What follows belongs to an exercise in optimizing a design on an open flow for small area and a short achievable clock period; a production flow would make more cautious choices. No functional check of the RTL was part of this run. Power is estimated from default activity; no workload was simulated.

==> flow/design.v <==
module HA(input a, input b, output s, output co);
  assign s = a ^ b;
  assign co = a & b;
endmodule
module HAN(input a, input b, output s, output co);
  assign s = ~(a ^ b);
  OR2 o (a, b, co);
endmodule
module OR2(input a, input b, output y);
  assign y = a | b;
endmodule
module FA(input a, input b, input c, output s, output co);
  assign s = a ^ b ^ c;
  assign co = (a & b) | (a & c) | (b & c);
endmodule
module FA1(input a, input b, output s, output co);
  assign s = ~(a ^ b);
  OR2 o (a, b, co);
endmodule
module G_NAND2(input a, input b, output y);
  assign y = ~(a & b);
endmodule
module G_NOR2(input a, input b, output y);
  assign y = ~(a | b);
endmodule
module G_XOR2(input a, input b, output y);
  assign y = a ^ b;
endmodule
module G_XNOR2(input a, input b, output y);
  assign y = ~(a ^ b);
endmodule
module G_INV(input a, output y);
  assign y = ~a;
endmodule
module G_AOI21(input a1, input a2, input b1, output y);
  assign y = ~((a1 & a2) | b1);
endmodule
module G_OAI21(input a1, input a2, input b1, output y);
  assign y = ~((a1 | a2) & b1);
endmodule
module complex(clk, a0, a1, b0, b1, im, re);
  input clk;
  input [7:0] a0, a1, b0, b1;
  output reg [15:0] im, re;
  wire [15:0] re_d, im_d;
  wire rs1;
  wire rc2;
  wire rs3;
  wire rc4;
  wire rs5;
  wire rc6;
  wire rs7;
  wire rc8;
  wire rs9;
  wire rc10;
  wire rs11;
  wire rc12;
  wire rs13;
  wire rc14;
  wire rs15;
  wire rc16;
  wire rs17;
  wire rc18;
  wire rs19;
  wire rc20;
  wire rs21;
  wire rc22;
  wire rs23;
  wire rc24;
  wire rs25;
  wire rc26;
  wire rs27;
  wire rc28;
  wire rs29;
  wire rc30;
  wire rs31;
  wire rc32;
  wire rs33;
  wire rc34;
  wire rs35;
  wire rc36;
  wire rs37;
  wire rc38;
  wire rs39;
  wire rc40;
  wire rs41;
  wire rc42;
  wire rs43;
  wire rc44;
  wire rs45;
  wire rc46;
  wire rs47;
  wire rc48;
  wire rs49;
  wire rc50;
  wire rs51;
  wire rc52;
  wire rs53;
  wire rc54;
  wire rs55;
  wire rc56;
  wire rs57;
  wire rc58;
  wire rs59;
  wire rc60;
  wire rs61;
  wire rc62;
  wire rs63;
  wire rc64;
  wire rn65;
  wire rs66;
  wire rc67;
  wire rs68;
  wire rc69;
  wire rs70;
  wire rc71;
  wire rs72;
  wire rc73;
  wire rs74;
  wire rc75;
  wire rs76;
  wire rc77;
  wire rs78;
  wire rc79;
  wire rs80;
  wire rc81;
  wire rs82;
  wire rc83;
  wire rs84;
  wire rc85;
  wire rs86;
  wire rc87;
  wire rs88;
  wire rc89;
  wire rs90;
  wire rc91;
  wire rs92;
  wire rc93;
  wire rs94;
  wire rc95;
  wire rs96;
  wire rc97;
  wire rs98;
  wire rc99;
  wire rs100;
  wire rc101;
  wire rs102;
  wire rc103;
  wire rs104;
  wire rc105;
  wire rs106;
  wire rc107;
  wire rs108;
  wire rc109;
  wire rs110;
  wire rc111;
  wire rs112;
  wire rc113;
  wire rs114;
  wire rc115;
  wire rs116;
  wire rc117;
  wire rs118;
  wire rc119;
  wire rs120;
  wire rc121;
  wire rn122;
  wire rs123;
  wire rc124;
  wire rs125;
  wire rc126;
  wire rs127;
  wire rc128;
  wire rs129;
  wire rc130;
  wire rs131;
  wire rc132;
  wire rs133;
  wire rc134;
  wire rs135;
  wire rc136;
  wire rs137;
  wire rc138;
  wire rs139;
  wire rc140;
  wire rs141;
  wire rc142;
  wire rs143;
  wire rc144;
  wire rs145;
  wire rc146;
  wire rs147;
  wire rc148;
  wire rs149;
  wire rc150;
  wire rs151;
  wire rc152;
  wire rs153;
  wire rc154;
  wire rs155;
  wire rc156;
  wire rs157;
  wire rc158;
  wire rs159;
  wire rc160;
  wire rs161;
  wire rc162;
  wire rs163;
  wire rc164;
  wire rs165;
  wire rc166;
  wire rs167;
  wire rc168;
  wire rs169;
  wire rc170;
  wire rs171;
  wire rc172;
  wire rs173;
  wire rc174;
  wire rs175;
  wire rc176;
  wire rs177;
  wire rc178;
  wire rs179;
  wire rc180;
  wire rs181;
  wire rc182;
  wire rs183;
  wire rc184;
  wire rs185;
  wire rc186;
  wire rs187;
  wire rc188;
  wire rs189;
  wire rc190;
  wire rs191;
  wire rc192;
  wire rs193;
  wire rc194;
  wire rs195;
  wire rc196;
  wire rs197;
  wire rc198;
  wire rs199;
  wire rc200;
  wire rs201;
  wire rc202;
  wire rs203;
  wire rc204;
  wire rs205;
  wire rc206;
  wire rs207;
  wire rc208;
  wire rs209;
  wire rc210;
  wire rs211;
  wire rc212;
  wire rs213;
  wire rc214;
  wire rs215;
  wire rc216;
  wire rs217;
  wire rc218;
  wire rs219;
  wire rc220;
  wire rs221;
  wire rc222;
  wire rs223;
  wire rc224;
  wire rs225;
  wire rc226;
  wire rars227;
  wire rarc228;
  wire rars229;
  wire rarc230;
  wire rars231;
  wire rarc232;
  wire rars233;
  wire rarc234;
  wire rars235;
  wire rarc236;
  wire rars237;
  wire rarc238;
  wire rapw239;
  wire ragw240;
  wire ratw241;
  wire rapw242;
  wire ragw243;
  wire ratw244;
  wire rapw245;
  wire ragw246;
  wire ratw247;
  wire rapw248;
  wire ragw249;
  wire ratw250;
  wire rapw251;
  wire ragw252;
  wire ratw253;
  wire rapw254;
  wire ragw255;
  wire ratw256;
  wire rapw257;
  wire ragw258;
  wire ratw259;
  wire rapw260;
  wire ragw261;
  wire ratw262;
  wire rapw263;
  wire ragw264;
  wire ratw265;
  wire rapw266;
  wire raiw267;
  wire raxw268;
  wire raxw269;
  wire rayw270;
  wire raxw271;
  wire rayw272;
  wire raxw273;
  wire rayw274;
  wire raxw275;
  wire rayw276;
  wire raxw277;
  wire rayw278;
  wire raxw279;
  wire rayw280;
  wire raxw281;
  wire rayw282;
  wire raxw283;
  wire rayw284;
  wire raxw285;
  wire raxw286;
  wire raxw287;
  wire rayw288;
  wire raxw289;
  wire rayw290;
  wire raxw291;
  wire rayw292;
  wire raxw293;
  wire rayw294;
  wire raxw295;
  wire rayw296;
  wire raxw297;
  wire rayw298;
  wire raiw299;
  wire raxw300;
  wire raiw301;
  wire raxw302;
  wire raxw303;
  wire raxw304;
  wire raxw305;
  wire rayw306;
  wire raxw307;
  wire rayw308;
  wire raxw309;
  wire raxw310;
  wire rasw311;
  wire rasw312;
  wire rasw313;
  wire rasw314;
  wire rasw315;
  wire rasw316;
  wire rasw317;
  wire rasw318;
  wire rasw319;
  wire rasw320;
  wire is321;
  wire ic322;
  wire is323;
  wire ic324;
  wire is325;
  wire ic326;
  wire is327;
  wire ic328;
  wire is329;
  wire ic330;
  wire is331;
  wire ic332;
  wire is333;
  wire ic334;
  wire is335;
  wire ic336;
  wire is337;
  wire ic338;
  wire is339;
  wire ic340;
  wire is341;
  wire ic342;
  wire is343;
  wire ic344;
  wire is345;
  wire ic346;
  wire is347;
  wire ic348;
  wire is349;
  wire ic350;
  wire is351;
  wire ic352;
  wire is353;
  wire ic354;
  wire is355;
  wire ic356;
  wire is357;
  wire ic358;
  wire is359;
  wire ic360;
  wire is361;
  wire ic362;
  wire is363;
  wire ic364;
  wire is365;
  wire ic366;
  wire is367;
  wire ic368;
  wire is369;
  wire ic370;
  wire is371;
  wire ic372;
  wire is373;
  wire ic374;
  wire is375;
  wire ic376;
  wire is377;
  wire ic378;
  wire is379;
  wire ic380;
  wire is381;
  wire ic382;
  wire is383;
  wire ic384;
  wire is385;
  wire ic386;
  wire is387;
  wire ic388;
  wire is389;
  wire ic390;
  wire is391;
  wire ic392;
  wire is393;
  wire ic394;
  wire is395;
  wire ic396;
  wire is397;
  wire ic398;
  wire is399;
  wire ic400;
  wire is401;
  wire ic402;
  wire is403;
  wire ic404;
  wire is405;
  wire ic406;
  wire is407;
  wire ic408;
  wire is409;
  wire ic410;
  wire is411;
  wire ic412;
  wire is413;
  wire ic414;
  wire is415;
  wire ic416;
  wire is417;
  wire ic418;
  wire is419;
  wire ic420;
  wire is421;
  wire ic422;
  wire is423;
  wire ic424;
  wire is425;
  wire ic426;
  wire is427;
  wire ic428;
  wire is429;
  wire ic430;
  wire is431;
  wire ic432;
  wire is433;
  wire ic434;
  wire is435;
  wire ic436;
  wire is437;
  wire ic438;
  wire is439;
  wire ic440;
  wire is441;
  wire ic442;
  wire is443;
  wire ic444;
  wire is445;
  wire ic446;
  wire is447;
  wire ic448;
  wire is449;
  wire ic450;
  wire is451;
  wire ic452;
  wire is453;
  wire ic454;
  wire is455;
  wire ic456;
  wire is457;
  wire ic458;
  wire is459;
  wire ic460;
  wire is461;
  wire ic462;
  wire is463;
  wire ic464;
  wire is465;
  wire ic466;
  wire is467;
  wire ic468;
  wire is469;
  wire ic470;
  wire is471;
  wire ic472;
  wire is473;
  wire ic474;
  wire is475;
  wire ic476;
  wire is477;
  wire ic478;
  wire is479;
  wire ic480;
  wire is481;
  wire ic482;
  wire is483;
  wire ic484;
  wire is485;
  wire ic486;
  wire is487;
  wire ic488;
  wire is489;
  wire ic490;
  wire is491;
  wire ic492;
  wire is493;
  wire ic494;
  wire is495;
  wire ic496;
  wire is497;
  wire ic498;
  wire is499;
  wire ic500;
  wire is501;
  wire ic502;
  wire is503;
  wire ic504;
  wire is505;
  wire ic506;
  wire is507;
  wire ic508;
  wire is509;
  wire ic510;
  wire is511;
  wire ic512;
  wire is513;
  wire ic514;
  wire is515;
  wire ic516;
  wire is517;
  wire ic518;
  wire is519;
  wire ic520;
  wire is521;
  wire ic522;
  wire is523;
  wire ic524;
  wire is525;
  wire ic526;
  wire is527;
  wire ic528;
  wire is529;
  wire ic530;
  wire iasw531;
  wire iarw532;
  wire iars533;
  wire iarc534;
  wire iaow535;
  wire iars536;
  wire iarc537;
  wire iaow538;
  wire iars539;
  wire iarc540;
  wire iaow541;
  wire iars542;
  wire iarc543;
  wire iaow544;
  wire iars545;
  wire iarc546;
  wire iaow547;
  wire iapw548;
  wire iagw549;
  wire iatw550;
  wire iapw551;
  wire iagw552;
  wire iatw553;
  wire iapw554;
  wire iagw555;
  wire iatw556;
  wire iapw557;
  wire iagw558;
  wire iatw559;
  wire iapw560;
  wire iagw561;
  wire iatw562;
  wire iapw563;
  wire iagw564;
  wire iatw565;
  wire iapw566;
  wire iagw567;
  wire iatw568;
  wire iapw569;
  wire iagw570;
  wire iatw571;
  wire iapw572;
  wire iagw573;
  wire iatw574;
  wire iapw575;
  wire iaiw576;
  wire iaxw577;
  wire iaxw578;
  wire iayw579;
  wire iaxw580;
  wire iayw581;
  wire iaxw582;
  wire iayw583;
  wire iaxw584;
  wire iayw585;
  wire iaxw586;
  wire iayw587;
  wire iaxw588;
  wire iayw589;
  wire iaxw590;
  wire iayw591;
  wire iaxw592;
  wire iayw593;
  wire iaxw594;
  wire iaxw595;
  wire iaxw596;
  wire iayw597;
  wire iaxw598;
  wire iayw599;
  wire iaxw600;
  wire iayw601;
  wire iaxw602;
  wire iayw603;
  wire iaxw604;
  wire iayw605;
  wire iaxw606;
  wire iayw607;
  wire iaiw608;
  wire iaxw609;
  wire iaiw610;
  wire iaxw611;
  wire iaxw612;
  wire iaxw613;
  wire iaxw614;
  wire iayw615;
  wire iaxw616;
  wire iayw617;
  wire iaxw618;
  wire iaxw619;
  wire iasw620;
  wire iasw621;
  wire iasw622;
  wire iasw623;
  wire iasw624;
  wire iasw625;
  wire iasw626;
  wire iasw627;
  wire iasw628;
  wire iasw629;
  FA1 ru2 ((a0[0] & b0[6]), (a0[1] & b0[5]), rs1, rc2);
  FA1 ru4 ((a0[0] & b0[7]), (a0[1] & b0[6]), rs3, rc4);
  FA ru6 ((a0[2] & b0[5]), (a0[3] & b0[4]), (a0[4] & b0[3]), rs5, rc6);
  HA ru8 ((a0[5] & b0[2]), (a0[6] & b0[1]), rs7, rc8);
  FA1 ru10 ((a0[1] & b0[7]), (a0[2] & b0[6]), rs9, rc10);
  FA ru12 ((a0[3] & b0[5]), (a0[4] & b0[4]), (a0[5] & b0[3]), rs11, rc12);
  HA ru14 ((a0[6] & b0[2]), (a0[7] & b0[1]), rs13, rc14);
  FA ru16 ((a0[2] & b0[7]), (a0[3] & b0[6]), (a0[4] & b0[5]), rs15, rc16);
  FA1 ru18 ((a0[0] & b0[4]), (a0[1] & b0[3]), rs17, rc18);
  FA1 ru20 ((a0[0] & b0[5]), (a0[1] & b0[4]), rs19, rc20);
  FA ru22 ((a0[2] & b0[3]), (a0[3] & b0[2]), (a0[4] & b0[1]), rs21, rc22);
  HA ru24 ((a0[5] & b0[0]), ~(a1[0] & b1[5]), rs23, rc24);
  FA ru26 ((a0[2] & b0[4]), (a0[3] & b0[3]), (a0[4] & b0[2]), rs25, rc26);
  FA ru28 ((a0[5] & b0[1]), (a0[6] & b0[0]), ~(a1[0] & b1[6]), rs27, rc28);
  FA ru30 (~(a1[1] & b1[5]), ~(a1[2] & b1[4]), ~(a1[3] & b1[3]), rs29, rc30);
  HA ru32 (~(a1[4] & b1[2]), ~(a1[5] & b1[1]), rs31, rc32);
  FA ru34 ((a0[7] & b0[0]), ~(a1[0] & b1[7]), ~(a1[1] & b1[6]), rs33, rc34);
  FA ru36 (~(a1[2] & b1[5]), ~(a1[3] & b1[4]), ~(a1[4] & b1[3]), rs35, rc36);
  FA ru38 (~(a1[5] & b1[2]), ~(a1[6] & b1[1]), ~(a1[7] & b1[0]), rs37, rc38);
  FA ru40 (rc2, rs3, rs7, rs39, rc40);
  FA ru42 (~(a1[1] & b1[7]), ~(a1[2] & b1[6]), ~(a1[3] & b1[5]), rs41, rc42);
  FA ru44 (~(a1[4] & b1[4]), ~(a1[5] & b1[3]), ~(a1[6] & b1[2]), rs43, rc44);
  FA ru46 (~(a1[7] & b1[1]), rc4, rc8, rs45, rc46);
  FA ru48 (rs9, rs13, rc6, rs47, rc48);
  FA ru50 ((a0[5] & b0[4]), (a0[6] & b0[3]), (a0[7] & b0[2]), rs49, rc50);
  FA ru52 (~(a1[2] & b1[7]), ~(a1[3] & b1[6]), ~(a1[4] & b1[5]), rs51, rc52);
  FA ru54 (~(a1[5] & b1[4]), ~(a1[6] & b1[3]), ~(a1[7] & b1[2]), rs53, rc54);
  FA ru56 (rc10, rc14, rc12, rs55, rc56);
  FA ru58 ((a0[3] & b0[7]), (a0[4] & b0[6]), (a0[5] & b0[5]), rs57, rc58);
  FA ru60 ((a0[6] & b0[4]), (a0[7] & b0[3]), ~(a1[3] & b1[7]), rs59, rc60);
  FA ru62 (~(a1[4] & b1[6]), ~(a1[5] & b1[5]), ~(a1[6] & b1[4]), rs61, rc62);
  FA ru64 ((a0[4] & b0[7]), (a0[5] & b0[6]), (a0[6] & b0[5]), rs63, rc64);
  assign rn65 = ~(a0[0] & b0[2]);
  FA1 ru67 ((a0[0] & b0[3]), (a0[1] & b0[2]), rs66, rc67);
  FA ru69 ((a0[2] & b0[1]), (a0[3] & b0[0]), ~(a1[0] & b1[3]), rs68, rc69);
  FA ru71 ((a0[2] & b0[2]), (a0[3] & b0[1]), (a0[4] & b0[0]), rs70, rc71);
  FA ru73 (~(a1[0] & b1[4]), ~(a1[1] & b1[3]), ~(a1[2] & b1[2]), rs72, rc73);
  HA ru75 (~(a1[3] & b1[1]), ~(a1[4] & b1[0]), rs74, rc75);
  FA ru77 (~(a1[1] & b1[4]), ~(a1[2] & b1[3]), ~(a1[3] & b1[2]), rs76, rc77);
  FA ru79 (~(a1[4] & b1[1]), ~(a1[5] & b1[0]), rc18, rs78, rc79);
  FA ru81 (rs19, rs23, rc75, rs80, rc81);
  FA ru83 (~(a1[6] & b1[0]), rc20, rs1, rs82, rc83);
  FA ru85 (rc24, rs31, rc22, rs84, rc85);
  FA ru87 (rc77, rs25, rs27, rs86, rc87);
  FA ru89 (rc32, rc26, rc28, rs88, rc89);
  FA ru91 (rc30, rs5, rs33, rs90, rc91);
  FA ru93 (rs35, rs37, rc83, rs92, rc93);
  FA ru95 (rc34, rc36, rc38, rs94, rc95);
  FA ru97 (rs11, rs41, rs43, rs96, rc97);
  FA ru99 (rc40, rs45, rc89, rs98, rc99);
  FA ru101 (rc42, rc44, rs15, rs100, rc101);
  FA ru103 (rs49, rs51, rs53, rs102, rc103);
  FA ru105 (rc46, rc48, rc95, rs104, rc105);
  FA ru107 (~(a1[7] & b1[3]), rc16, rc50, rs106, rc107);
  FA ru109 (rc52, rc54, rs57, rs108, rc109);
  FA ru111 (rs59, rs61, rc56, rs110, rc111);
  FA ru113 ((a0[7] & b0[4]), ~(a1[4] & b1[7]), ~(a1[5] & b1[6]), rs112, rc113);
  FA ru115 (~(a1[6] & b1[5]), ~(a1[7] & b1[4]), rc58, rs114, rc115);
  FA ru117 (rc60, rc62, rs63, rs116, rc117);
  FA ru119 ((a0[5] & b0[7]), (a0[6] & b0[6]), (a0[7] & b0[5]), rs118, rc119);
  FA ru121 (~(a1[5] & b1[7]), ~(a1[6] & b1[6]), ~(a1[7] & b1[5]), rs120, rc121);
  assign rn122 = ~(a0[0] & b0[1]);
  FA ru124 ((a0[1] & b0[1]), (a0[2] & b0[0]), ~(a1[0] & b1[2]), rs123, rc124);
  HA ru126 (~(a1[1] & b1[1]), ~(a1[2] & b1[0]), rs125, rc126);
  FA ru128 (~(a1[1] & b1[2]), ~(a1[2] & b1[1]), ~(a1[3] & b1[0]), rs127, rc128);
  FA ru130 ((a0[0] & b0[2]), rs66, rc126, rs129, rc130);
  FA ru132 (rc67, rs17, rs74, rs131, rc132);
  FA ru134 (rc69, rc128, rs70, rs133, rc134);
  FA ru136 (rc71, rc73, rs21, rs135, rc136);
  FA ru138 (rs76, rs78, rc132, rs137, rc138);
  FA ru140 (rs29, rc79, rc81, rs139, rc140);
  FA ru142 (rs82, rs84, rc136, rs141, rc142);
  FA ru144 (rs39, rc85, rc87, rs143, rc144);
  FA ru146 (rs88, rs90, rc140, rs145, rc146);
  FA ru148 (rs47, rc91, rs94, rs147, rc148);
  FA ru150 (rs96, rc93, rs98, rs149, rc150);
  FA ru152 (rs55, rc97, rs100, rs151, rc152);
  FA ru154 (rs102, rc99, rs104, rs153, rc154);
  FA ru156 (rc101, rc103, rs106, rs155, rc156);
  FA ru158 (rs108, rc105, rs110, rs157, rc158);
  FA ru160 (rs112, rc107, rc109, rs159, rc160);
  FA ru162 (rs114, rs116, rc111, rs161, rc162);
  FA ru164 (rc64, rc113, rs118, rs163, rc164);
  FA ru166 (rs120, rc115, rc117, rs165, rc166);
  FA ru168 ((a0[6] & b0[7]), (a0[7] & b0[6]), ~(a1[6] & b1[7]), rs167, rc168);
  FA ru170 (~(a1[7] & b1[6]), rc119, rc121, rs169, rc170);
  HA ru172 ((a0[1] & b0[0]), ~(a1[0] & b1[1]), rs171, rc172);
  FA ru174 ((a0[0] & b0[1]), rn65, rs125, rs173, rc174);
  FA ru176 (rc124, rs68, rs127, rs175, rc176);
  FA ru178 (rs72, rc130, rs131, rs177, rc178);
  FA ru180 (rs80, rc134, rs135, rs179, rc180);
  FA ru182 (rs86, rc138, rs139, rs181, rc182);
  FA ru184 (rs92, rc142, rs143, rs183, rc184);
  FA ru186 (rc144, rs147, rc146, rs185, rc186);
  FA ru188 (rc148, rs151, rc150, rs187, rc188);
  FA ru190 (rc152, rs155, rc154, rs189, rc190);
  FA ru192 (rc156, rs159, rc158, rs191, rc192);
  FA ru194 (rs163, rc160, rs165, rs193, rc194);
  FA ru196 (rs167, rc164, rs169, rs195, rc196);
  FA ru198 ((a0[7] & b0[7]), ~(a1[7] & b1[7]), rc168, rs197, rc198);
  HA ru200 (~(a1[1] & b1[0]), rn122, rs199, rc200);
  FA ru202 (rc172, rc200, rs123, rs201, rc202);
  FA ru204 (rc174, rs129, rc202, rs203, rc204);
  FA ru206 (rc176, rs133, rs177, rs205, rc206);
  FA ru208 (rs137, rc178, rs179, rs207, rc208);
  FA ru210 (rs141, rc180, rs181, rs209, rc210);
  FA ru212 (rc182, rs145, rs183, rs211, rc212);
  FA ru214 (rs149, rc184, rs185, rs213, rc214);
  FA ru216 (rs153, rc186, rs187, rs215, rc216);
  FA ru218 (rs157, rc188, rs189, rs217, rc218);
  FA ru220 (rs161, rc190, rs191, rs219, rc220);
  FA ru222 (rc162, rs193, rc192, rs221, rc222);
  FA ru224 (rc166, rs195, rc194, rs223, rc224);
  FA ru226 (rc170, rs197, rc196, rs225, rc226);
  FA1 raru228 ((a0[0] & b0[0]), ~(a1[0] & b1[0]), rars227, rarc228);
  FA raru230 (rs171, rs199, rarc228, rars229, rarc230);
  FA raru232 (rs173, rs201, rarc230, rars231, rarc232);
  FA raru234 (rs175, rs203, rarc232, rars233, rarc234);
  FA raru236 (rc204, rs205, rarc234, rars235, rarc236);
  FA raru238 (rc206, rs207, rarc236, rars237, rarc238);
  G_XOR2 rapu239 (rc208, rs209, rapw239);
  G_NAND2 ragu240 (rc208, rs209, ragw240);
  G_NOR2 ratu241 (rc208, rs209, ratw241);
  G_XOR2 rapu242 (rc210, rs211, rapw242);
  G_NAND2 ragu243 (rc210, rs211, ragw243);
  G_NOR2 ratu244 (rc210, rs211, ratw244);
  G_XOR2 rapu245 (rc212, rs213, rapw245);
  G_NAND2 ragu246 (rc212, rs213, ragw246);
  G_NOR2 ratu247 (rc212, rs213, ratw247);
  G_XOR2 rapu248 (rc214, rs215, rapw248);
  G_NAND2 ragu249 (rc214, rs215, ragw249);
  G_NOR2 ratu250 (rc214, rs215, ratw250);
  G_XOR2 rapu251 (rc216, rs217, rapw251);
  G_NAND2 ragu252 (rc216, rs217, ragw252);
  G_NOR2 ratu253 (rc216, rs217, ratw253);
  G_XOR2 rapu254 (rc218, rs219, rapw254);
  G_NAND2 ragu255 (rc218, rs219, ragw255);
  G_NOR2 ratu256 (rc218, rs219, ratw256);
  G_XOR2 rapu257 (rc220, rs221, rapw257);
  G_NAND2 ragu258 (rc220, rs221, ragw258);
  G_NOR2 ratu259 (rc220, rs221, ratw259);
  G_XOR2 rapu260 (rc222, rs223, rapw260);
  G_NAND2 ragu261 (rc222, rs223, ragw261);
  G_NOR2 ratu262 (rc222, rs223, ratw262);
  G_XOR2 rapu263 (rc224, rs225, rapw263);
  G_NAND2 ragu264 (rc224, rs225, ragw264);
  G_NOR2 ratu265 (rc224, rs225, ratw265);
  G_XOR2 rapu266 (rc198, rc226, rapw266);
  G_INV raiu267 (rarc238, raiw267);
  G_OAI21 raxu268 (ratw241, raiw267, ragw240, raxw268);
  G_OAI21 raxu269 (ratw244, ragw240, ragw243, raxw269);
  G_NOR2 rayu270 (ratw244, ratw241, rayw270);
  G_OAI21 raxu271 (ratw247, ragw243, ragw246, raxw271);
  G_NOR2 rayu272 (ratw247, ratw244, rayw272);
  G_OAI21 raxu273 (ratw250, ragw246, ragw249, raxw273);
  G_NOR2 rayu274 (ratw250, ratw247, rayw274);
  G_OAI21 raxu275 (ratw253, ragw249, ragw252, raxw275);
  G_NOR2 rayu276 (ratw253, ratw250, rayw276);
  G_OAI21 raxu277 (ratw256, ragw252, ragw255, raxw277);
  G_NOR2 rayu278 (ratw256, ratw253, rayw278);
  G_OAI21 raxu279 (ratw259, ragw255, ragw258, raxw279);
  G_NOR2 rayu280 (ratw259, ratw256, rayw280);
  G_OAI21 raxu281 (ratw262, ragw258, ragw261, raxw281);
  G_NOR2 rayu282 (ratw262, ratw259, rayw282);
  G_OAI21 raxu283 (ratw265, ragw261, ragw264, raxw283);
  G_NOR2 rayu284 (ratw265, ratw262, rayw284);
  G_AOI21 raxu285 (rayw270, rarc238, raxw269, raxw285);
  G_AOI21 raxu286 (rayw272, raxw268, raxw271, raxw286);
  G_AOI21 raxu287 (rayw274, raxw269, raxw273, raxw287);
  G_NAND2 rayu288 (rayw274, rayw270, rayw288);
  G_AOI21 raxu289 (rayw276, raxw271, raxw275, raxw289);
  G_NAND2 rayu290 (rayw276, rayw272, rayw290);
  G_AOI21 raxu291 (rayw278, raxw273, raxw277, raxw291);
  G_NAND2 rayu292 (rayw278, rayw274, rayw292);
  G_AOI21 raxu293 (rayw280, raxw275, raxw279, raxw293);
  G_NAND2 rayu294 (rayw280, rayw276, rayw294);
  G_AOI21 raxu295 (rayw282, raxw277, raxw281, raxw295);
  G_NAND2 rayu296 (rayw282, rayw278, rayw296);
  G_AOI21 raxu297 (rayw284, raxw279, raxw283, raxw297);
  G_NAND2 rayu298 (rayw284, rayw280, rayw298);
  G_INV raiu299 (rarc238, raiw299);
  G_OAI21 raxu300 (rayw288, raiw299, raxw287, raxw300);
  G_INV raiu301 (raxw268, raiw301);
  G_OAI21 raxu302 (rayw290, raiw301, raxw289, raxw302);
  G_OAI21 raxu303 (rayw292, raxw285, raxw291, raxw303);
  G_OAI21 raxu304 (rayw294, raxw286, raxw293, raxw304);
  G_OAI21 raxu305 (rayw296, raxw287, raxw295, raxw305);
  G_NOR2 rayu306 (rayw296, rayw288, rayw306);
  G_OAI21 raxu307 (rayw298, raxw289, raxw297, raxw307);
  G_NOR2 rayu308 (rayw298, rayw290, rayw308);
  G_AOI21 raxu309 (rayw306, rarc238, raxw305, raxw309);
  G_AOI21 raxu310 (rayw308, raxw268, raxw307, raxw310);
  G_XOR2 rasu311 (rapw239, rarc238, rasw311);
  G_XOR2 rasu312 (rapw242, raxw268, rasw312);
  G_XNOR2 rasu313 (rapw245, raxw285, rasw313);
  G_XNOR2 rasu314 (rapw248, raxw286, rasw314);
  G_XOR2 rasu315 (rapw251, raxw300, rasw315);
  G_XOR2 rasu316 (rapw254, raxw302, rasw316);
  G_XOR2 rasu317 (rapw257, raxw303, rasw317);
  G_XOR2 rasu318 (rapw260, raxw304, rasw318);
  G_XNOR2 rasu319 (rapw263, raxw309, rasw319);
  G_XNOR2 rasu320 (rapw266, raxw310, rasw320);
  HAN iu322 (~(a0[0] & b1[6]), ~(a0[1] & b1[5]), is321, ic322);
  FA iu324 (~(a0[0] & b1[7]), ~(a0[1] & b1[6]), ~(a0[2] & b1[5]), is323, ic324);
  FA iu326 (~(a0[3] & b1[4]), ~(a0[4] & b1[3]), ~(a0[5] & b1[2]), is325, ic326);
  FA iu328 (~(a0[1] & b1[7]), ~(a0[2] & b1[6]), ~(a0[3] & b1[5]), is327, ic328);
  HAN iu330 (~(a0[4] & b1[4]), ~(a0[5] & b1[3]), is329, ic330);
  HAN iu332 (~(a0[2] & b1[7]), ~(a0[3] & b1[6]), is331, ic332);
  HAN iu334 (~(a0[0] & b1[4]), ~(a0[1] & b1[3]), is333, ic334);
  FA iu336 (~(a0[0] & b1[5]), ~(a0[1] & b1[4]), ~(a0[2] & b1[3]), is335, ic336);
  FA iu338 (~(a0[3] & b1[2]), ~(a0[4] & b1[1]), ~(a0[5] & b1[0]), is337, ic338);
  FA iu340 (~(a0[2] & b1[4]), ~(a0[3] & b1[3]), ~(a0[4] & b1[2]), is339, ic340);
  FA iu342 (~(a0[5] & b1[1]), ~(a0[6] & b1[0]), ~(a1[0] & b0[6]), is341, ic342);
  FA iu344 (~(a1[1] & b0[5]), ~(a1[2] & b0[4]), ~(a1[3] & b0[3]), is343, ic344);
  FA iu346 (~(a0[6] & b1[1]), ~(a0[7] & b1[0]), ~(a1[0] & b0[7]), is345, ic346);
  FA iu348 (~(a1[1] & b0[6]), ~(a1[2] & b0[5]), ~(a1[3] & b0[4]), is347, ic348);
  FA iu350 (~(a1[4] & b0[3]), ~(a1[5] & b0[2]), ~(a1[6] & b0[1]), is349, ic350);
  HAN iu352 (~(a1[7] & b0[0]), ic322, is351, ic352);
  FA iu354 (~(a0[6] & b1[2]), ~(a0[7] & b1[1]), ~(a1[1] & b0[7]), is353, ic354);
  FA iu356 (~(a1[2] & b0[6]), ~(a1[3] & b0[5]), ~(a1[4] & b0[4]), is355, ic356);
  FA iu358 (~(a1[5] & b0[3]), ~(a1[6] & b0[2]), ~(a1[7] & b0[1]), is357, ic358);
  FA iu360 (is329, ic324, ic326, is359, ic360);
  FA iu362 (~(a0[4] & b1[5]), ~(a0[5] & b1[4]), ~(a0[6] & b1[3]), is361, ic362);
  FA iu364 (~(a0[7] & b1[2]), ~(a1[2] & b0[7]), ~(a1[3] & b0[6]), is363, ic364);
  FA iu366 (~(a1[4] & b0[5]), ~(a1[5] & b0[4]), ~(a1[6] & b0[3]), is365, ic366);
  FA iu368 (~(a1[7] & b0[2]), ic330, is331, is367, ic368);
  FA iu370 (~(a0[3] & b1[7]), ~(a0[4] & b1[6]), ~(a0[5] & b1[5]), is369, ic370);
  FA iu372 (~(a0[6] & b1[4]), ~(a0[7] & b1[3]), ~(a1[3] & b0[7]), is371, ic372);
  FA iu374 (~(a1[4] & b0[6]), ~(a1[5] & b0[5]), ~(a1[6] & b0[4]), is373, ic374);
  FA iu376 (~(a0[4] & b1[7]), ~(a0[5] & b1[6]), ~(a0[6] & b1[5]), is375, ic376);
  FA iu378 (~(a0[0] & b1[3]), ~(a0[1] & b1[2]), ~(a0[2] & b1[1]), is377, ic378);
  FA iu380 (~(a0[2] & b1[2]), ~(a0[3] & b1[1]), ~(a0[4] & b1[0]), is379, ic380);
  FA iu382 (~(a1[0] & b0[4]), ~(a1[1] & b0[3]), ~(a1[2] & b0[2]), is381, ic382);
  FA iu384 (~(a1[0] & b0[5]), ~(a1[1] & b0[4]), ~(a1[2] & b0[3]), is383, ic384);
  FA iu386 (~(a1[3] & b0[2]), ~(a1[4] & b0[1]), ~(a1[5] & b0[0]), is385, ic386);
  HAN iu388 (ic334, ic380, is387, ic388);
  FA iu390 (~(a1[4] & b0[2]), ~(a1[5] & b0[1]), ~(a1[6] & b0[0]), is389, ic390);
  FA iu392 (is321, ic336, ic338, is391, ic392);
  FA iu394 (ic384, ic386, is339, is393, ic394);
  FA iu396 (ic340, ic342, ic344, is395, ic396);
  FA iu398 (ic390, is323, is325, is397, ic398);
  FA iu400 (is345, is347, is349, is399, ic400);
  FA iu402 (ic346, ic348, ic350, is401, ic402);
  FA iu404 (is327, is353, is355, is403, ic404);
  FA iu406 (is357, ic352, ic396, is405, ic406);
  FA iu408 (ic328, ic354, ic356, is407, ic408);
  FA iu410 (ic358, is361, is363, is409, ic410);
  FA iu412 (is365, is367, ic360, is411, ic412);
  FA iu414 (~(a1[7] & b0[3]), ic332, ic362, is413, ic414);
  FA iu416 (ic364, ic366, is369, is415, ic416);
  FA iu418 (is371, is373, ic368, is417, ic418);
  FA iu420 (~(a0[7] & b1[4]), ~(a1[4] & b0[7]), ~(a1[5] & b0[6]), is419, ic420);
  FA iu422 (~(a1[6] & b0[5]), ~(a1[7] & b0[4]), ic370, is421, ic422);
  FA iu424 (ic372, ic374, is375, is423, ic424);
  FA iu426 (~(a0[5] & b1[7]), ~(a0[6] & b1[6]), ~(a0[7] & b1[5]), is425, ic426);
  FA iu428 (~(a1[5] & b0[7]), ~(a1[6] & b0[6]), ~(a1[7] & b0[5]), is427, ic428);
  FA iu430 (~(a0[0] & b1[2]), ~(a0[1] & b1[1]), ~(a0[2] & b1[0]), is429, ic430);
  FA iu432 (~(a0[3] & b1[0]), ~(a1[0] & b0[3]), ~(a1[1] & b0[2]), is431, ic432);
  HAN iu434 (~(a1[2] & b0[1]), ~(a1[3] & b0[0]), is433, ic434);
  FA iu436 (~(a1[3] & b0[1]), ~(a1[4] & b0[0]), is333, is435, ic436);
  FA iu438 (ic434, ic378, ic432, is437, ic438);
  FA iu440 (ic382, is335, is337, is439, ic440);
  FA iu442 (is383, is385, is387, is441, ic442);
  FA iu444 (is341, is343, is389, is443, ic444);
  FA iu446 (ic388, is391, ic440, is445, ic446);
  FA iu448 (is351, ic392, ic394, is447, ic448);
  FA iu450 (is395, ic444, is397, is449, ic450);
  FA iu452 (is359, ic398, ic400, is451, ic452);
  FA iu454 (is401, is403, is405, is453, ic454);
  FA iu456 (ic402, ic404, is407, is455, ic456);
  FA iu458 (is409, ic406, is411, is457, ic458);
  FA iu460 (ic408, ic410, is413, is459, ic460);
  FA iu462 (is415, is417, ic412, is461, ic462);
  FA iu464 (is419, ic414, ic416, is463, ic464);
  FA iu466 (is421, is423, ic418, is465, ic466);
  FA iu468 (ic376, ic420, is425, is467, ic468);
  FA iu470 (is427, ic422, ic424, is469, ic470);
  FA iu472 (~(a0[6] & b1[7]), ~(a0[7] & b1[6]), ~(a1[6] & b0[7]), is471, ic472);
  FA iu474 (~(a1[7] & b0[6]), ic426, ic428, is473, ic474);
  HAN iu476 (~(a0[0] & b1[1]), ~(a0[1] & b1[0]), is475, ic476);
  FA iu478 (~(a1[0] & b0[2]), ~(a1[1] & b0[1]), ~(a1[2] & b0[0]), is477, ic478);
  FA iu480 (is433, ic430, ic478, is479, ic480);
  FA iu482 (is379, is381, is435, is481, ic482);
  FA iu484 (ic436, ic438, is439, is483, ic484);
  FA iu486 (is393, is443, ic442, is485, ic486);
  FA iu488 (is399, ic446, is447, is487, ic488);
  FA iu490 (ic448, ic450, is451, is489, ic490);
  FA iu492 (ic452, is455, ic454, is491, ic492);
  FA iu494 (ic456, is459, ic458, is493, ic494);
  FA iu496 (ic460, is463, is465, is495, ic496);
  FA iu498 (is467, ic464, is469, is497, ic498);
  FA iu500 (is471, ic468, is473, is499, ic500);
  FA iu502 (~(a0[7] & b1[7]), ~(a1[7] & b0[7]), ic472, is501, ic502);
  HAN iu504 (~(a1[0] & b0[1]), ~(a1[1] & b0[0]), is503, ic504);
  FA iu506 (ic476, ic504, is429, is505, ic506);
  FA iu508 (is377, is431, is479, is507, ic508);
  FA iu510 (ic480, is437, is481, is509, ic510);
  FA iu512 (is441, ic482, is483, is511, ic512);
  FA iu514 (is445, ic484, is485, is513, ic514);
  FA iu516 (is449, ic486, is487, is515, ic516);
  FA iu518 (is453, ic488, is489, is517, ic518);
  FA iu520 (is457, ic490, is491, is519, ic520);
  FA iu522 (is461, ic492, is493, is521, ic522);
  FA iu524 (ic462, is495, ic494, is523, ic524);
  FA iu526 (ic466, is497, ic496, is525, ic526);
  FA iu528 (ic470, is499, ic498, is527, ic528);
  FA iu530 (ic474, is501, ic500, is529, ic530);
  G_XOR2 iasu531 (~(a0[0] & b1[0]), ~(a1[0] & b0[0]), iasw531);
  OR2 iaru532 (~(a0[0] & b1[0]), ~(a1[0] & b0[0]), iarw532);
  FA iaru534 (is475, is503, iarw532, iars533, iarc534);
  G_INV iaou535 (iars533, iaow535);
  FA iaru537 (is477, is505, iarc534, iars536, iarc537);
  G_INV iaou538 (iars536, iaow538);
  FA iaru540 (ic506, is507, iarc537, iars539, iarc540);
  G_INV iaou541 (iars539, iaow541);
  FA iaru543 (ic508, is509, iarc540, iars542, iarc543);
  G_INV iaou544 (iars542, iaow544);
  FA iaru546 (ic510, is511, iarc543, iars545, iarc546);
  G_INV iaou547 (iars545, iaow547);
  G_XOR2 iapu548 (ic512, is513, iapw548);
  G_NAND2 iagu549 (ic512, is513, iagw549);
  G_NOR2 iatu550 (ic512, is513, iatw550);
  G_XOR2 iapu551 (ic514, is515, iapw551);
  G_NAND2 iagu552 (ic514, is515, iagw552);
  G_NOR2 iatu553 (ic514, is515, iatw553);
  G_XOR2 iapu554 (ic516, is517, iapw554);
  G_NAND2 iagu555 (ic516, is517, iagw555);
  G_NOR2 iatu556 (ic516, is517, iatw556);
  G_XOR2 iapu557 (ic518, is519, iapw557);
  G_NAND2 iagu558 (ic518, is519, iagw558);
  G_NOR2 iatu559 (ic518, is519, iatw559);
  G_XOR2 iapu560 (ic520, is521, iapw560);
  G_NAND2 iagu561 (ic520, is521, iagw561);
  G_NOR2 iatu562 (ic520, is521, iatw562);
  G_XOR2 iapu563 (ic522, is523, iapw563);
  G_NAND2 iagu564 (ic522, is523, iagw564);
  G_NOR2 iatu565 (ic522, is523, iatw565);
  G_XOR2 iapu566 (ic524, is525, iapw566);
  G_NAND2 iagu567 (ic524, is525, iagw567);
  G_NOR2 iatu568 (ic524, is525, iatw568);
  G_XOR2 iapu569 (ic526, is527, iapw569);
  G_NAND2 iagu570 (ic526, is527, iagw570);
  G_NOR2 iatu571 (ic526, is527, iatw571);
  G_XOR2 iapu572 (ic528, is529, iapw572);
  G_NAND2 iagu573 (ic528, is529, iagw573);
  G_NOR2 iatu574 (ic528, is529, iatw574);
  G_XOR2 iapu575 (ic502, ic530, iapw575);
  G_INV iaiu576 (iarc546, iaiw576);
  G_AOI21 iaxu577 (iagw549, iaiw576, iatw550, iaxw577);
  G_AOI21 iaxu578 (iagw552, iatw550, iatw553, iaxw578);
  G_NAND2 iayu579 (iagw552, iagw549, iayw579);
  G_AOI21 iaxu580 (iagw555, iatw553, iatw556, iaxw580);
  G_NAND2 iayu581 (iagw555, iagw552, iayw581);
  G_AOI21 iaxu582 (iagw558, iatw556, iatw559, iaxw582);
  G_NAND2 iayu583 (iagw558, iagw555, iayw583);
  G_AOI21 iaxu584 (iagw561, iatw559, iatw562, iaxw584);
  G_NAND2 iayu585 (iagw561, iagw558, iayw585);
  G_AOI21 iaxu586 (iagw564, iatw562, iatw565, iaxw586);
  G_NAND2 iayu587 (iagw564, iagw561, iayw587);
  G_AOI21 iaxu588 (iagw567, iatw565, iatw568, iaxw588);
  G_NAND2 iayu589 (iagw567, iagw564, iayw589);
  G_AOI21 iaxu590 (iagw570, iatw568, iatw571, iaxw590);
  G_NAND2 iayu591 (iagw570, iagw567, iayw591);
  G_AOI21 iaxu592 (iagw573, iatw571, iatw574, iaxw592);
  G_NAND2 iayu593 (iagw573, iagw570, iayw593);
  G_OAI21 iaxu594 (iayw579, iarc546, iaxw578, iaxw594);
  G_OAI21 iaxu595 (iayw581, iaxw577, iaxw580, iaxw595);
  G_OAI21 iaxu596 (iayw583, iaxw578, iaxw582, iaxw596);
  G_NOR2 iayu597 (iayw583, iayw579, iayw597);
  G_OAI21 iaxu598 (iayw585, iaxw580, iaxw584, iaxw598);
  G_NOR2 iayu599 (iayw585, iayw581, iayw599);
  G_OAI21 iaxu600 (iayw587, iaxw582, iaxw586, iaxw600);
  G_NOR2 iayu601 (iayw587, iayw583, iayw601);
  G_OAI21 iaxu602 (iayw589, iaxw584, iaxw588, iaxw602);
  G_NOR2 iayu603 (iayw589, iayw585, iayw603);
  G_OAI21 iaxu604 (iayw591, iaxw586, iaxw590, iaxw604);
  G_NOR2 iayu605 (iayw591, iayw587, iayw605);
  G_OAI21 iaxu606 (iayw593, iaxw588, iaxw592, iaxw606);
  G_NOR2 iayu607 (iayw593, iayw589, iayw607);
  G_INV iaiu608 (iarc546, iaiw608);
  G_AOI21 iaxu609 (iayw597, iaiw608, iaxw596, iaxw609);
  G_INV iaiu610 (iaxw577, iaiw610);
  G_AOI21 iaxu611 (iayw599, iaiw610, iaxw598, iaxw611);
  G_AOI21 iaxu612 (iayw601, iaxw594, iaxw600, iaxw612);
  G_AOI21 iaxu613 (iayw603, iaxw595, iaxw602, iaxw613);
  G_AOI21 iaxu614 (iayw605, iaxw596, iaxw604, iaxw614);
  G_NAND2 iayu615 (iayw605, iayw597, iayw615);
  G_AOI21 iaxu616 (iayw607, iaxw598, iaxw606, iaxw616);
  G_NAND2 iayu617 (iayw607, iayw599, iayw617);
  G_OAI21 iaxu618 (iayw615, iarc546, iaxw614, iaxw618);
  G_OAI21 iaxu619 (iayw617, iaxw577, iaxw616, iaxw619);
  G_XNOR2 iasu620 (iapw548, iarc546, iasw620);
  G_XNOR2 iasu621 (iapw551, iaxw577, iasw621);
  G_XOR2 iasu622 (iapw554, iaxw594, iasw622);
  G_XOR2 iasu623 (iapw557, iaxw595, iasw623);
  G_XNOR2 iasu624 (iapw560, iaxw609, iasw624);
  G_XNOR2 iasu625 (iapw563, iaxw611, iasw625);
  G_XNOR2 iasu626 (iapw566, iaxw612, iasw626);
  G_XNOR2 iasu627 (iapw569, iaxw613, iasw627);
  G_XOR2 iasu628 (iapw572, iaxw618, iasw628);
  G_XOR2 iasu629 (iapw575, iaxw619, iasw629);
  assign re_d[0] = rars227;
  assign re_d[1] = rars229;
  assign re_d[2] = rars231;
  assign re_d[3] = rars233;
  assign re_d[4] = rars235;
  assign re_d[5] = rars237;
  assign re_d[6] = rasw311;
  assign re_d[7] = rasw312;
  assign re_d[8] = rasw313;
  assign re_d[9] = rasw314;
  assign re_d[10] = rasw315;
  assign re_d[11] = rasw316;
  assign re_d[12] = rasw317;
  assign re_d[13] = rasw318;
  assign re_d[14] = rasw319;
  assign re_d[15] = rasw320;
  assign im_d[0] = iasw531;
  assign im_d[1] = iaow535;
  assign im_d[2] = iaow538;
  assign im_d[3] = iaow541;
  assign im_d[4] = iaow544;
  assign im_d[5] = iaow547;
  assign im_d[6] = iasw620;
  assign im_d[7] = iasw621;
  assign im_d[8] = iasw622;
  assign im_d[9] = iasw623;
  assign im_d[10] = iasw624;
  assign im_d[11] = iasw625;
  assign im_d[12] = iasw626;
  assign im_d[13] = iasw627;
  assign im_d[14] = iasw628;
  assign im_d[15] = iasw629;
  always @(posedge clk) begin
    re <= re_d;
    im <= im_d;
  end
endmodule
==> flow/flow/run.sh <==
#!/bin/bash
set -o pipefail
export BUFFER_PORTS_ARGS="-buffer_cell sky130_fd_sc_hd__buf_1"
cp standard.sh standard_sh.txt 2>/dev/null
bash standard.sh > standard.log 2>&1
==> flow/standard.sh <==
#!/bin/bash
# synth_recipe.tcl (not shown) runs the flow's synth.tcl, then flattens the netlist and writes it again
# the make line also repeats each setting of config.mk as NAME=value (left out here)
make -C /OpenROAD-flow-scripts/flow DESIGN_CONFIG=/design/flow/config.mk WORK_HOME=/design/flow/orfs CLKGATE_MAP_FILE= SYNTH_SCRIPT=/design/flow/synth_recipe.tcl "${@:-finish}"
==> flow/config.mk <==
export PLATFORM = sky130hd
export DESIGN_NAME = complex
export DESIGN_NICKNAME = complex
export VERILOG_FILES = /design/flow/design.v
export SDC_FILE = /design/flow/constraint.sdc
export NUM_CORES = 4
export LEC_CHECK = 0
export CAP_MARGIN = 20
export CORE_MARGIN = 2
export CORE_UTILIZATION = 40
export PLACE_DENSITY = 0.6
export SETUP_SLACK_MARGIN = 4.1
export SLEW_MARGIN = 20
export SYNTH_HIERARCHICAL = 1
==> flow/constraint.sdc <==
create_clock -name core_clock -period 10.0 [get_ports {clk}]
set_input_delay 2.0000 -clock core_clock [delete_from_list [all_inputs] [get_ports {clk}]]
set_output_delay 2.0000 -clock core_clock [all_outputs]
set_load 0.01 [all_outputs]
==> summary.txt <==
Setup repair after global routing could not meet its margin everywhere. Launch point of the worst hold path: a0[0]. Averaged over all synthesized cells, the footprint is 10.05 sq um. The final setup violation count was 0. The tools report the number of routed nets with antenna violations as 0. Counting every instance in the synthesized netlist gives 753. The flow ran to the end and the layout has no timing, DRC or antenna violations. The number of nets in the finished design is 1038. The run gives 2 as the CTS H-tree depth. The tools report the hold path endpoint as im[0]. After detailed routing, the number of vias per cell comes to 5.117. The classification of the worst-slack hold path is input port to flip-flop.

The worst supply voltage drop on vdd came out at 0.3297 mV. Synthesis produced a netlist with a net count of 998. The clock net in this run drives a total of 32 sinks. The worst hold path stage count was 3; the detail-routed net length per standard cell was 16.60 um.

The tools report the sort of element at the start of the critical path as an input port. Clock-pin slew was measured on the worst setup and hold paths at 0.05 ns. The share of post-route cells with drive strength above 1 was 0.1047.

The number of input and output port buffers inserted works out to 64. STA puts the critical path data required time at 10.18 ns. Prior to clock tree synthesis, the placed netlist has a worst setup slack of 3.485 ns. The portion of the post-synthesis area used by sequential elements was 0.08468; the total die area was 20030 sq um. Total inserted antenna cells: 0.

The effective utilization at floorplan came out at 0.4058. Subtracting the final worst setup slack from the clock period gives 5.761 ns. The master cell of the clock root buffer was sky130_fd_sc_hd__clkbuf_16. The routed layout has 5255 vias. The floorplan has 50 rows. Relative to the synthesized area, the layout overhead comes to 7.890%. STA puts the critical path data arrival time at 5.94 ns. The analysis attributes to cell leakage a power of 3.057 nW. The logs give 5690 for the number of global-route vias before repair and 0 for the number of buffers inserted by hold repair at cts. The startpoint-to-endpoint class of the critical path was input port to flip-flop.

Summing internal, switching and leakage power gives 3.007 mW. After layout, the worst setup slack is 4.239 ns. The worst setup path is captured at a flip-flop. Max-slew violation count: 0. The chip width works out to 141.5 um. The die extent in y works out to 141.5 um.

The number of hold-slack violations in the final timing report is 0. The count of placed standard cells including taps came out at 1009. The synthesized design contains 32 register bits. The tools report the number of detailed-routing iterations run before antenna repair as 5. The portion of the clock cycle consumed by the worst path in the final layout was 0.5761; the post-synthesis cell area was 7565 sq um. The timing-limited maximum frequency came out at 0.1736 GHz.

Across the run, the number of max-cap violations was 0. Yosys printed 7 warnings. The maximum number of pins on one net before global-route repair is 19, and the total congestion overflow after global routing is 0. The first global-routing pass estimated 28.48 mm of wire. The placer congestion estimate is 0.8466, and the number of CTS-inserted buffers is 5. Once layout is complete, the cells apart from fillers number 1027.

The core region is 18640 sq um. The unique cell type count in the Yosys netlist was 15. The routed design has 17.05 mm of wire.

The worst hold-check slack is 2.057 ns. For the final setup TNS, the log shows 0 ns. The placed wire-length estimate after detailed placement is 12.92 mm. The largest fanout on the critical path was 17; the first-iteration detailed-routing DRC count was 291.

The run gives 0.1819 as the overall routing resource usage. For the pin with the worst max-slew slack, the measured transition is 0.4971 ns. For this run, design rule violations remaining after detail routing come to 0. The buffer depth of the longest clock path was 2; the ratio of total power to cell area was 368.4 nW/um^2.

TritonCTS built the clock tree. The headroom to the max-slew limit is 0.6664, and the number of placed I/O pins is 65. Number of antenna violations at the first check in global routing: 0.
==> cell usage after synthesis, drive strengths merged <==
library cell / count / area (sq um)
nand2: 228 / 855.8
fa: 204 / 4084
and2: 64 / 400.4
nor2: 34 / 127.6
buf: 32 / 285.3
dfxtp: 32 / 640.6
xor2: 31 / 271.5
xnor2: 26 / 227.7
a21oi: 25 / 219.0
o21ai: 25 / 125.1
or2: 17 / 106.4
clkbuf: 16 / 80.08
inv: 11 / 41.29
ha: 8 / 100.1
==> per-module statistics from Yosys (local to each module, per instance) <==
| module | flip-flops and latches | cells | area (sq um) |
|---|---|---|---|
| G_XNOR2 | 0 | 1 | 8.758 |
| OR2 | 0 | 1 | 6.256 |
| G_XOR2 | 0 | 1 | 8.758 |
| HA | 0 | 1 | 12.51 |
| FA1 | 0 | 1 | 8.758 |
| complex | 32 | 338 | 2135 |
| G_OAI21 | 0 | 1 | 5.005 |
| HAN | 0 | 1 | 8.758 |
| G_INV | 0 | 1 | 3.754 |
| G_AOI21 | 0 | 1 | 8.758 |
| FA | 0 | 1 | 20.02 |
| G_NOR2 | 0 | 1 | 3.754 |
| G_NAND2 | 0 | 1 | 3.754 |
==> layer usage <==
layer,routed length [um],global-route usage,share of wire,up-vias
met5,0,0,0,-
met4,302,0.05421,0.018,0
met3,1027,0.02767,0.060,20
met2,8163,0.2989,0.48,173
met1,7554,0.2514,0.44,2714
li1,-,-,-,2348
==> critical path: stages <==
cell and delay, ns:
sky130_fd_sc_hd__buf_2 0.22, sky130_fd_sc_hd__and2_1 0.23, sky130_fd_sc_hd__fa_1 0.46, sky130_fd_sc_hd__fa_1 0.41, sky130_fd_sc_hd__fa_1 0.47, sky130_fd_sc_hd__fa_1 0.39, sky130_fd_sc_hd__fa_1 0.45, sky130_fd_sc_hd__fa_1 0.56
sky130_fd_sc_hd__nor2_2 0.08, sky130_fd_sc_hd__nor2_1 0.20, sky130_fd_sc_hd__nand2_1 0.12, sky130_fd_sc_hd__nor2_1 0.15, sky130_fd_sc_hd__a21oi_2 0.07, sky130_fd_sc_hd__xnor2_1 0.12
==> stage by stage <==
stage                 util  cell area, sq um
floorplan                -              7565
global placement    0.4172              7777
detailed placement  0.4172              7777
CTS                 0.4275              7969
global route        0.4378              8162
finish              0.4378              8162
==> report_power, final <==
group          internal, mW  switching [mW]  leakage, nW  total, mW
Combinational          1.09            1.50         2.71       2.59
Sequential            0.242          0.0143        0.270      0.257
Clock                 0.104          0.0596       0.0760      0.164
==> cell type report <==
cell class / instances / area [sq um]
fillers: 1825 / 10480
multi-input cells: 662 / 6536
flip-flops and latches: 32 / 640.6
repair buffers: 81 / 498.0
well taps: 234 / 292.8
clock buffers: 7 / 152.6
inverters: 11 / 41.29
==> cell usage in the layout (no fill, tap or decap), types with 3 or more instances in the layout <==
cell type and instances:
sky130_fd_sc_hd__buf_6 13, sky130_fd_sc_hd__ha_1 8, sky130_fd_sc_hd__a21oi_2 25, sky130_fd_sc_hd__and2_1 64
sky130_fd_sc_hd__inv_1 11, sky130_fd_sc_hd__buf_1 37, sky130_fd_sc_hd__xnor2_1 26, sky130_fd_sc_hd__dfxtp_1 32
sky130_fd_sc_hd__buf_2 7, sky130_fd_sc_hd__nand2_1 228, sky130_fd_sc_hd__clkbuf_4 3, sky130_fd_sc_hd__xor2_1 31
sky130_fd_sc_hd__o21ai_1 24, sky130_fd_sc_hd__buf_4 20, sky130_fd_sc_hd__nor2_1 30, sky130_fd_sc_hd__fa_1 202
sky130_fd_sc_hd__clkbuf_16 5, sky130_fd_sc_hd__or2_1 17, sky130_fd_sc_hd__nor2_2 4
==> kinds of logic after synthesis <==
logic type	synth area share
AO/OA/AOI/OAI	0.04548
XOR/XNOR	0.06599
adder cells (fa/ha/maj)	0.5531
buffers and inverters	0.05375
flip-flops	0.08468
AND/OR/NAND/NOR	0.1970
==> flip-flops by register name, indices dropped and copies added, names as in the netlist <==
name,count
im,16
re,16
==> worst max path at each step <==
stage	startpoint	endpoint	slack, ns	cells past startpoint
6_report	b0[1]	re[14]	4.24	14
5_1_grt	b0[0]	re[15]	4.04	14
4_1_cts	a1[4]	re[15]	4.13	14
3_5_place_dp	b1[4]	im[14]	3.48	14
3_3_place_gp	b1[4]	im[15]	3.54	14
2_1_floorplan	b1[7]	im[15]	4.15	15
==> timing repair <==
action | in CTS | in global routing
gates cloned | 0 | 1
endpoints found under the setup margin | 14 | 11
setup buffers | 0 | 10
pin swaps | 0 | 1
hold endpoints to repair | 0 | 0
gates resized for setup | 30 | 60

[what the ideal ports hide]
The results above use ideal ports. As a check the final layout listed here was re-extracted and re-timed, cells and wires unchanged.
Step 1 (the two cells are an assumption about what drives the block):
set clk [get_ports {clk}]
set_driving_cell -lib_cell sky130_fd_sc_hd__clkbuf_16 $clk
set_driving_cell -lib_cell sky130_fd_sc_hd__buf_2 [delete_from_list [all_inputs] $clk]
Step 2 times the ports against the registers' clock, not the clock port: input delays grow and output delays shrink by t, the midpoint of the rising clock arrivals with the driver on.
a / b / c = no drivers / after step 1 / after step 2; a / b = the first two.
t (ns): 0.331
setup slack, ns: 4.239 / 4.259 / 3.929
worst slew at a driven data input, ns: 0.05
After both steps this run still meets setup and hold. For this run, drivers alone change the setup slack by +0.020 ns; drivers and shift together by -0.310 ns.
